Source: an optimization exercise on an open RTL-to-GDS flow (aim: small area and a short achievable clock period). Production flows keep margins and buffers that such runs may drop.
Only simulation tests tie the RTL to the original design; equivalence was not proved.
Power and IR drop assume default switching activity.

## alu
module alu # ( parameter WIDTH = 16, CMD_WIDTH = 4 ) (
	input clk, rst,
	input CE,
	input CIN,
	input mode,
	input [1:0] INP_INVALID,
	input [ CMD_WIDTH-1 :0] CMD,
	input [ WIDTH-1 :0] opa,
	input [ WIDTH-1 :0] opb,
	output reg ERR, OFLOW, g , l, e, cout,
	output reg [ 2 * WIDTH :0] RES
);
==> flow/config.mk <==
export PLATFORM = sky130hd
export DESIGN_NAME = alu
export DESIGN_NICKNAME = alu
export VERILOG_FILES = /design/flow/design.v
export SDC_FILE = /design/flow/constraint.sdc
export NUM_CORES = 4
export LEC_CHECK = 0
export CAP_MARGIN = 20
export CORE_MARGIN = 2
export CORE_UTILIZATION = 40
export CTS_BUF_LIST = sky130_fd_sc_hd__clkbuf_8 sky130_fd_sc_hd__clkbuf_16
export CTS_CLUSTER_DIAMETER = 300
export CTS_CLUSTER_SIZE = 50
export GPL_TIMING_DRIVEN = 0
export SLEW_MARGIN = 20
==> flow/constraint.sdc <==
create_clock -name core_clock -period 9.0 [get_ports {clk}]
set_input_delay 1.8000 -clock core_clock [delete_from_list [all_inputs] [get_ports {clk}]]
set_output_delay 1.8000 -clock core_clock [all_outputs]
set_load 0.01 [all_outputs]
standard.sh (not shown) runs the stock make flow with config.mk's settings and CLKGATE_MAP_FILE= SYNTH_SCRIPT=/design/flow/synth_recipe.tcl, a recipe that flattens the netlist after the stock synthesis.
==> flow/flow/run.sh <==
#!/bin/bash
# The standard layout (the standard.sh, all of its steps), with two changes:
#  - synthesis: Yosys's synth command also gets -noabc, so its quick generic
#    ABC pass does not rewrite the full adders before extract_fa maps them (that
#    pass leaves an inverter between most pairs of adder cells).  The rest of
#    the synthesis script is synth_recipe.tcl unchanged (-nofsm -noshare,
#    flatten, renames), and ORFS's own ABC mapping still runs afterwards.
#  - placement: buffer_ports uses sky130_fd_sc_hd__buf_1 for the port buffers
#    instead of the delay cell it picks by default; every input and output port
#    still gets its own buffer.
# The make output is kept in standard.log.
set -euo pipefail
{
  echo 'proc synth {args} { yosys synth -nofsm -noshare -noabc {*}$args }'
  tail -n +2 synth_recipe.tcl
} > synth_noabc.tcl
bash standard.sh SYNTH_SCRIPT="$PWD/synth_noabc.tcl" \
  BUFFER_PORTS_ARGS="-buffer_cell sky130_fd_sc_hd__buf_1" finish > standard.log 2>&1
The baseline completed without violations.
Change:
- ABC_AREA: not set -> 1
- CTS_BUF_LIST: sky130_fd_sc_hd__clkbuf_8 sky130_fd_sc_hd__clkbuf_16 -> not set
- CTS_CLUSTER_DIAMETER: 300 -> not set
- CTS_CLUSTER_SIZE: 50 -> not set
- GPL_TIMING_DRIVEN: 0 -> not set
- SETUP_SLACK_MARGIN: not set -> 1.2
After rerunning: Wire length increases by 2.8%. Total power rises by 8.2%. Clock-buffer cell count is unchanged. Final area rose by 7.5%. Register-to-register slack gets better by 380 ps. Hold slack improved by 10 ps.

* * *

## run A
Starting RTL as in the previous note.
clock: 9.0 ns
lec_check: 0
abc_area: 1
cap_margin: 20
core_margin: 2
core_utilization: 55
place_density: 0.7
setup_slack_margin: 0.8
slew_margin: 20
Scripts as last shown in full above: flow/flow/run.sh
Run A: PASS, flow complete, no timing, DRC or antenna violations
Edits applied to the flow inputs when going from run A to run B:
# run A
export LEC_CHECK = 0
export ABC_AREA = 1
export CAP_MARGIN = 20
export CORE_MARGIN = 2
export CORE_UTILIZATION = 55
export PLACE_DENSITY = 0.7
export SETUP_SLACK_MARGIN = 0.8
export SLEW_MARGIN = 20
create_clock -name core_clock -period 9.0 [get_ports {clk}]
# run B
export LEC_CHECK = 0
export ABC_AREA = 1
export CAP_MARGIN = 20
export CORE_MARGIN = 2
export CORE_UTILIZATION = 40
export SETUP_SLACK_MARGIN = 1.0
export SLEW_MARGIN = 20
export TNS_END_PERCENT = 30
create_clock -name core_clock -period 9.0 [get_ports {clk}]
## What came out
Run B ended with less via-per-instance ratio than run A.
Layout overhead on the synthesized area, run A and run B: larger value in run B
Est. power | run B vs run A | run B lower
What run A reported for final cell count has to be multiplied by 1.07 to get the figure for run B.
Here is what was changed in the inputs of run C compared with run B.
# run B
export LEC_CHECK = 0
export ABC_AREA = 1
export CAP_MARGIN = 20
export CORE_MARGIN = 2
export CORE_UTILIZATION = 40
export SETUP_SLACK_MARGIN = 1.0
export SLEW_MARGIN = 20
export TNS_END_PERCENT = 30
create_clock -name core_clock -period 9.0 [get_ports {clk}]
# run C
export LEC_CHECK = 0
export ABC_AREA = 1
export CAP_MARGIN = 20
export CORE_MARGIN = 2
export CORE_UTILIZATION = 40
export GPL_TIMING_DRIVEN = 0
export SLEW_MARGIN = 20
create_clock -name core_clock -period 9.0 [get_ports {clk}]
Findings:
Internal power consumption: run C worse than run B. Lower post-route minimum period among run C and run B: run B. Per the final summary, run C finished and its layout is clean on timing, DRC and antenna. Run C: combinational power about 1% below run B. Power share of the combinational group sits lower in run C than in run B.
> inputs changed (run C -> run D)
# run C
export LEC_CHECK = 0
export ABC_AREA = 1
export CAP_MARGIN = 20
export CORE_MARGIN = 2
export CORE_UTILIZATION = 40
export GPL_TIMING_DRIVEN = 0
export SLEW_MARGIN = 20
create_clock -name core_clock -period 9.0 [get_ports {clk}]
# run D
export LEC_CHECK = 0
export ABC_AREA = 1
export CAP_MARGIN = 20
export CORE_MARGIN = 2
export CORE_UTILIZATION = 40
export SETUP_SLACK_MARGIN = 1.5
export SLEW_MARGIN = 20
create_clock -name core_clock -period 9.0 [get_ports {clk}]
Compared with run C, run D shows overall power higher by about 7%.
Relative to run C, first-pass detailed-route iteration total has increased by 1 in run D.
Against run C, run D comes in 1.09 ns lower on data arrival time of the critical path.
[compare] base=run C new=run D: switching share of power saw an increase; global-route usage went up; hold slack moved up; layout overhead on the synthesized area increased 13 points; total non-filler cell area in the finished layout +1500 um2.
| count of buffering cells on the critical path with inverters included | run D vs run C | 2 lower |
Run D against run C: routed wire length now larger; met1 usage in global routing comparable.

* * *

alu again, from the RTL that the note above started with.
export LEC_CHECK = 0
export ABC_AREA = 1
export CAP_MARGIN = 20
export CORE_MARGIN = 2
export CORE_UTILIZATION = 40
export SLEW_MARGIN = 20
create_clock -name core_clock -period 9.0 [get_ports {clk}]
==> flow/flow/run.sh <==
#!/bin/bash
# The standard layout (the standard.sh, all of its steps), with these changes:
#  - synthesis: Yosys's synth command also gets -noabc, so its quick generic
#    ABC pass does not rewrite the full adders before extract_fa maps them (that
#    pass leaves an inverter between most pairs of adder cells); and ORFS's
#    technology-mapping ABC call runs flow/abc_map.script instead of
#    abc_area.script (same mapping, without ABC's own buffering).  Everything
#    else in the synthesis is ORFS's synth.tcl and synth_recipe.tcl unchanged
#    (-nofsm -noshare, flatten, renames).
#  - placement: buffer_ports uses sky130_fd_sc_hd__buf_1 for the port buffers
#    instead of the delay cell it picks by default; every input and output port
#    still gets its own buffer.
# The make output is kept in standard.log.
set -euo pipefail
here="$PWD"
grep -q 'log_cmd abc {\*}\$abc_args' "$FLOW_HOME/scripts/synth.tcl"
sed "s|log_cmd abc {\*}\$abc_args|log_cmd abc -script $here/flow/abc_map.script {*}[lrange \$abc_args 2 end]|" \
  "$FLOW_HOME/scripts/synth.tcl" > synth_body.tcl
{
  echo 'proc synth {args} { yosys synth -nofsm -noshare -noabc {*}$args }'
  echo "source $here/synth_body.tcl"
  tail -n +3 synth_recipe.tcl
} > synth_own.tcl
bash standard.sh SYNTH_SCRIPT="$here/synth_own.tcl" \
  BUFFER_PORTS_ARGS="-buffer_cell sky130_fd_sc_hd__buf_1" finish > standard.log 2>&1
==> flow/flow/abc_map.script <==
strash
dch
map
topo
stime -c
upsize -c
dnsize -c
Rerun with:
==> flow/flow/run.sh (replaced) <==
#!/bin/bash
# The standard layout (the standard.sh, all of its steps), with two changes:
#  - synthesis: Yosys's synth command also gets -noabc, so its quick generic
#    ABC pass does not rewrite the full adders before extract_fa maps them (that
#    pass leaves an inverter between most pairs of adder cells).  The rest of
#    the synthesis script is synth_recipe.tcl unchanged (-nofsm -noshare,
#    flatten, renames), and ORFS's own ABC mapping still runs afterwards.
#  - placement: buffer_ports uses sky130_fd_sc_hd__buf_1 for the port buffers
#    instead of the delay cell it picks by default; every input and output port
#    still gets its own buffer.
# The make output is kept in standard.log.
set -euo pipefail
{
  echo 'proc synth {args} { yosys synth -nofsm -noshare -noabc {*}$args }'
  tail -n +2 synth_recipe.tcl
} > synth_noabc.tcl
bash standard.sh SYNTH_SCRIPT="$PWD/synth_noabc.tcl" \
  BUFFER_PORTS_ARGS="-buffer_cell sky130_fd_sc_hd__buf_1" finish > standard.log 2>&1
- ABC_AREA: 1 -> default
- GPL_TIMING_DRIVEN: default -> 0
removed: flow/flow/abc_map.script
What happened: The new run ran to the end with no violations; sequential share of layout area stays flat; total power falls by a few percent; setup slack gets worse by 170 ps; non-clock buffer count grows by 22.
Rerun with:
- ABC_AREA: default -> 1
- GPL_TIMING_DRIVEN: 0 -> default
- SETUP_SLACK_MARGIN: default -> 0.6
Outcome: The changed run produced a clean layout; non-clock buffer count decreases by 45; power increases slightly; clock-buffer cell count stays the same; setup slack improved by 800 ps; routed wire length climbs slightly; global-route usage shrinks by 1.5 points; utilization drops by 2.8 points; fmax rose by roughly a tenth; via count grows by roughly a tenth; final cell count is higher by about a fifth.
Rerun with:
- SETUP_SLACK_MARGIN: 0.6 -> 2.0
Result: The new run went through all stages and came out clean. Worst setup slack is better by 490 ps. Die area is unchanged. Total power climbs by roughly a tenth. Cell area climbs by about a fifth.
Rerun with:
- SETUP_SLACK_MARGIN: 2.0 -> 1.2
- TNS_END_PERCENT: default -> 0
Outcome:
- The changed run finished with timing, DRC and antenna clean
- design area drops by 9.1%
- worst setup slack loses 87 ps
- critical path depth goes up by 1
- via count fell by about 2.5%
- global-route usage came out lower by 0.82 points
- sequential power is about the same
- power came out lower by about 6%
- synthesized area does not change

* * *

Setup of juniper:
Starting RTL as in the previous note.
export LEC_CHECK = 0
export CAP_MARGIN = 20
export CORE_MARGIN = 2
export CORE_UTILIZATION = 40
export SETUP_SLACK_MARGIN = 0.8
export SLEW_MARGIN = 20
create_clock -name core_clock -period 9.0 [get_ports {clk}]
==> flow/flow/run.sh <==
#!/bin/bash
# The standard layout (the standard.sh, all of its steps), with two changes:
#  - synthesis: Yosys's synth command also gets -noabc, so its quick generic
#    ABC pass does not rewrite the full adders before extract_fa maps them (that
#    pass leaves an inverter between most pairs of adder cells).  The rest of
#    the synthesis script is synth_recipe.tcl unchanged (-nofsm -noshare,
#    flatten, renames), and ORFS's own ABC mapping still runs afterwards.
#  - placement: buffer_ports uses sky130_fd_sc_hd__buf_1 for the port buffers
#    instead of the delay cell it picks by default; every input and output port
#    still gets its own buffer.
# The make output is kept in standard.log.
set -euo pipefail
{
  echo 'proc synth {args} { yosys synth -nofsm -noshare -noabc {*}$args }'
  tail -n +2 synth_recipe.tcl
} > synth_noabc.tcl
bash standard.sh SYNTH_SCRIPT="$PWD/synth_noabc.tcl" \
  BUFFER_PORTS_ARGS="-buffer_cell sky130_fd_sc_hd__buf_1" finish > standard.log 2>&1
juniper: all stages complete, timing, DRC and antenna checks passed
--- input diff juniper..yarrow ---
Settings: SETUP_SLACK_MARGIN: 0.8 -> unset.
Notes after the runs:
Diff juniper -> yarrow: number of filler instances in the final layout climbed 150; critical path depth climbed 1. The wire length of the first global-routing pass of yarrow was superior to that of juniper. Between juniper and yarrow, fraction of the cycle the final worst path needs increased. When yarrow is measured against juniper, its final critical-path required period turns out 0.54 ns higher. Changes observed in yarrow relative to juniper: setup slack after layout went down by 0.54 ns; clock power held.
[inputs] indigo vs yarrow
Settings: an added SETUP_SLACK_MARGIN of 0.7; an added ABC_AREA of 1.
-- flow/flow/run.sh --
<<< yarrow, line 8
#  - placement: buffer_ports uses sky130_fd_sc_hd__buf_1 for the port buffers
>>> indigo, line 8
#  - placement: buffer_ports uses sky130_fd_sc_hd__buf_2 for the port buffers
<<< yarrow, line 18
  BUFFER_PORTS_ARGS="-buffer_cell sky130_fd_sc_hd__buf_1" finish > standard.log 2>&1
>>> indigo, line 18
  BUFFER_PORTS_ARGS="-buffer_cell sky130_fd_sc_hd__buf_2" finish > standard.log 2>&1
Findings:
- On indigo: net count after synthesis is 22% higher than what yarrow gave.
- Compared indigo against yarrow; sequential power within noise.
- Between indigo and yarrow, final design instance area without fill is lower for yarrow, indigo comes in above that.
- indigo: count of buffers not belonging to the clock network in the layout about 25% below yarrow
- Row number of logic stages on the critical path including buffering: indigo higher / yarrow lower
- When the final numbers for indigo and yarrow were put side by side, the number of inverters outside the clock class in the layout turned out to be smaller in yarrow.
- Looking at launch point of the critical path, the opb[3] result is from indigo; the INP_INVALID[0] one comes from yarrow.
For cedar, these inputs were changed with respect to indigo:
Settings: clearing SETUP_SLACK_MARGIN, which used to be 0.7.
-- flow/flow/run.sh --
<<< indigo, line 8
#  - placement: buffer_ports uses sky130_fd_sc_hd__buf_2 for the port buffers
>>> cedar, line 8
#  - placement: buffer_ports uses sky130_fd_sc_hd__buf_1 for the port buffers
<<< indigo, line 18
  BUFFER_PORTS_ARGS="-buffer_cell sky130_fd_sc_hd__buf_2" finish > standard.log 2>&1
>>> cedar, line 18
  BUFFER_PORTS_ARGS="-buffer_cell sky130_fd_sc_hd__buf_1" finish > standard.log 2>&1
## What came out
indigo and cedar all finish clean.
In terms of overall die area, indigo and cedar differ only marginally.
Count of TritonRoute iterations in the first routing pass ended up 1 lower on cedar than on indigo.
Max initial antenna violation count across indigo and cedar: cedar
On sequential share of power, the lower figure sits with indigo, not cedar.
Against indigo, cedar comes in 1.1 points lower on layout overhead on the synthesized area.
#### Input delta (onyx over cedar)
Settings: setting GPL_ROUTABILITY_DRIVEN to 0 for the first time; setting SETUP_SLACK_MARGIN to 0.8 for the first time.
Findings:
Met1 wire length (higher): cedar
Delta (onyx minus cedar): combinational share of power +3.5 points, power -0.015 mW.
Against cedar, the final cell area of onyx is higher.
Changes observed in onyx relative to cedar: count of nets after finishing +1.1%, final critical-path required period went down.
The inputs of harbor differ from those of onyx as listed below.
Settings: changing CORE_UTILIZATION from 40 to 30; removing GPL_ROUTABILITY_DRIVEN (formerly 0); changing SETUP_SLACK_MARGIN from 0.8 to 0.7.
[summary]
harbor ran to completion and came out clean on the timing, design-rule and antenna checks.
onyx completed; timing, DRC and antenna clean
harbor vs. onyx: number of global-route vias before repair fell about 0.4%, overall routing resource usage went down, post-detailed-placement cell area went up by 230 sq um.
harbor: number of signal-net inverters in the final layout is about 0.8% lower than what onyx reported.
Number of DRC violations after detailed-routing iteration 0 went down by more than 10% going from onyx to harbor.
Min first-pass GRT wire length across harbor and onyx: onyx
[diff] net load switching power, harbor relative to onyx: regression
In the tables for harbor and onyx, total power consumption of the routed design reads higher with harbor.
In the metrics for harbor and onyx, the one carrying the higher post-layout worst setup margin is onyx.

* * *

alu, a different RTL version from the one above (not shown whole).
For scale: roughly 1600 cells after synthesis, about 39 flip-flops, ~82 I/O pins, about 13000 um2 of cells after synthesis.
// alu
module alu # ( parameter WIDTH = 16, CMD_WIDTH = 4 ) (
	input clk, rst,
	input CE,
	input CIN,
	input mode,
	input [1:0] INP_INVALID,
	input [ CMD_WIDTH-1 :0] CMD,
	input [ WIDTH-1 :0] opa,
	input [ WIDTH-1 :0] opb,
	output reg ERR, OFLOW, g , l, e, cout,
	output reg [ 2 * WIDTH :0] RES
);
    wire [15:0] a = opa;
    wire [15:0] b = opb;
    wire v11 = INP_INVALID == 2'b11;
    wire v10 = INP_INVALID == 2'b10;
    wire v01 = INP_INVALID == 2'b01;
    wire v00 = INP_INVALID == 2'b00;
    wire ar  = mode;
    wire lo  = ~mode;
    wire op_add  = ar & v11 & (CMD == 4'd0);
    wire op_sub  = ar & v11 & (CMD == 4'd1);
    wire op_addc = ar & v11 & (CMD == 4'd2);
    wire op_subc = ar & v11 & (CMD == 4'd3);
    wire op_cmp  = ar & v11 & (CMD == 4'd8);
    wire op_amul = ar & v11 & (CMD == 4'd9);
    wire op_smul = ar & v11 & (CMD == 4'd10);
    wire op_adds = ar & v11 & (CMD == 4'd11);
    wire op_subs = ar & v11 & (CMD == 4'd12);
    wire op_inca = ar & v10 & (CMD == 4'd4);
    wire op_deca = ar & v10 & (CMD == 4'd6);
    wire op_incb = ar & v01 & (CMD == 4'd5);
    wire op_decb = ar & v01 & (CMD == 4'd7);
    wire op_nop  = ar & v00;                
    wire op_and  = lo & v11 & (CMD == 4'd0);
    wire op_nand = lo & v11 & (CMD == 4'd1);
    wire op_or   = lo & v11 & (CMD == 4'd2);
    wire op_nor  = lo & v11 & (CMD == 4'd3);
    wire op_xor  = lo & v11 & (CMD == 4'd4);
    wire op_xnor = lo & v11 & (CMD == 4'd5);
    wire op_rol  = lo & v11 & (CMD == 4'd12);
    wire op_ror  = lo & v11 & (CMD == 4'd13);
    wire op_nota = lo & v10 & (CMD == 4'd6);
    wire op_shra = lo & v10 & (CMD == 4'd8);
    wire op_shla = lo & v10 & (CMD == 4'd9);
    wire op_notb = lo & v01 & (CMD == 4'd7);
    wire op_shrb = lo & v01 & (CMD == 4'd10);
    wire op_shlb = lo & v01 & (CMD == 4'd11);
    wire op_sig  = op_adds | op_subs;
    wire op_mul  = op_amul | op_smul;
    wire op_shq  = op_rol | op_ror | op_shla | op_shra;
    wire op_addt = op_add | op_sub | op_addc | op_subc | op_inca | op_deca |
                   op_incb | op_decb | op_sig;
  ...
clock: 9.0 ns
lec_check: 0
cap_margin: 20
core_margin: 2
core_utilization: 40
slew_margin: 20
run.sh (not shown) runs the stock make flow with config.mk's settings and CLKGATE_MAP_FILE= SYNTH_SCRIPT=/design/flow/synth_recipe.tcl, a recipe that flattens the netlist after the stock synthesis.
Stock flow here: none of the scripts above is used.
Next try:
Settings changed: CAP_MARGIN 20 to 0, GPL_TIMING_DRIVEN from default to 0, SLEW_MARGIN 20 to 0.
Maximum frequency goes down by 0.96%.
Worst hold slack is about the same.
Final cell count fell by about 4.4%.
Area after synthesis stays the same.
Wire length rose by 6.5%.
Next try:
Settings changed: ABC_AREA from default to 1, CAP_MARGIN 0 to 20, SLEW_MARGIN 0 to 20.
After rerunning: Power goes up by 2.9%. Global-route usage goes up by 1.0 points. Synthesized cell count goes up by 20%. Flip-flop and latch count is unchanged. Worst setup slack is better by 0.041 ns. Sequential power goes up by about 2%. Clock power stays flat.

-- static timing again, ports no longer ideal --
The results above use ideal ports. As a check the final layouts listed here were re-extracted and re-timed, cells and wires unchanged.
Step 1 sets driving cells, clkbuf_16 on the clock port and buf_2 on the other inputs (assumed; they add their load-dependent delay and slew).
Step 2 moves the port delays by t, midway between the first and last clock arrival at a register: inputs arrive t later, outputs are due t later. That takes back most of the time a late clock gives input paths.
Three values: ideal, step 1, step 2; two values: the first two.
run	t (ns)	setup WS [ns]	worst register clock-pin slew, ns	worst data-port slew with drivers (ns)	pins driven straight from the clock port
the first run of note 1	0.314	0.185 / 0.192 / -0.122	0.06 / 0.06	0.06	1
the second run of note 1	0.312	1.384 / 1.356 / 1.044	0.06 / 0.06	0.07	1
run A	0.307	1.053 / 1.056 / 0.749	0.06 / 0.06	0.06	1
run B	0.310	1.229 / 1.235 / 0.924	0.06 / 0.06	0.07	1
run C	0.308	0.361 / 0.371 / 0.063	0.06 / 0.06	0.07	1
run D	0.308	1.448 / 1.434 / 1.126	0.06 / 0.06	0.08	1
the first run of note 3	0.332	0.352 / 0.362 / 0.030	0.07 / 0.07	0.09	1
the second run of note 3	0.314	0.185 / 0.192 / -0.122	0.06 / 0.06	0.06	1
the third run of note 3	0.310	0.985 / 0.994 / 0.684	0.06 / 0.06	0.08	1
the fourth run of note 3	0.310	1.479 / 1.443 / 1.133	0.07 / 0.07	0.06	1
the fifth run of note 3	0.312	1.392 / 1.356 / 1.044	0.06 / 0.06	0.08	1
juniper	0.319	0.876 / 0.883 / 0.564	0.06 / 0.06	0.06	1
yarrow	0.312	0.332 / 0.343 / 0.031	0.06 / 0.06	0.08	1
indigo	0.312	0.970 / 0.974 / 0.662	0.06 / 0.06	0.07	1
cedar	0.313	0.666 / 0.671 / 0.358	0.06 / 0.06	0.07	1
onyx	0.302	1.105 / 1.106 / 0.804	0.06 / 0.06	0.07	1
harbor	0.328	0.986 / 0.998 / 0.671	0.06 / 0.06	0.05	1
the first run of note 5	0.312	0.191 / 0.198 / -0.114	0.06 / 0.06	0.06	1
the second run of note 5	0.318	0.106 / 0.115 / -0.203	0.06 / 0.06	0.09	1
the third run of note 5	0.319	0.147 / 0.162 / -0.157	0.06 / 0.06	0.06	1
With both steps, setup timing fails in 5 of these runs, where it was met with ideal ports. For the fifth run of note 3, which loses most, drivers alone change the setup slack by -0.036 ns; drivers and shift together by -0.348 ns.
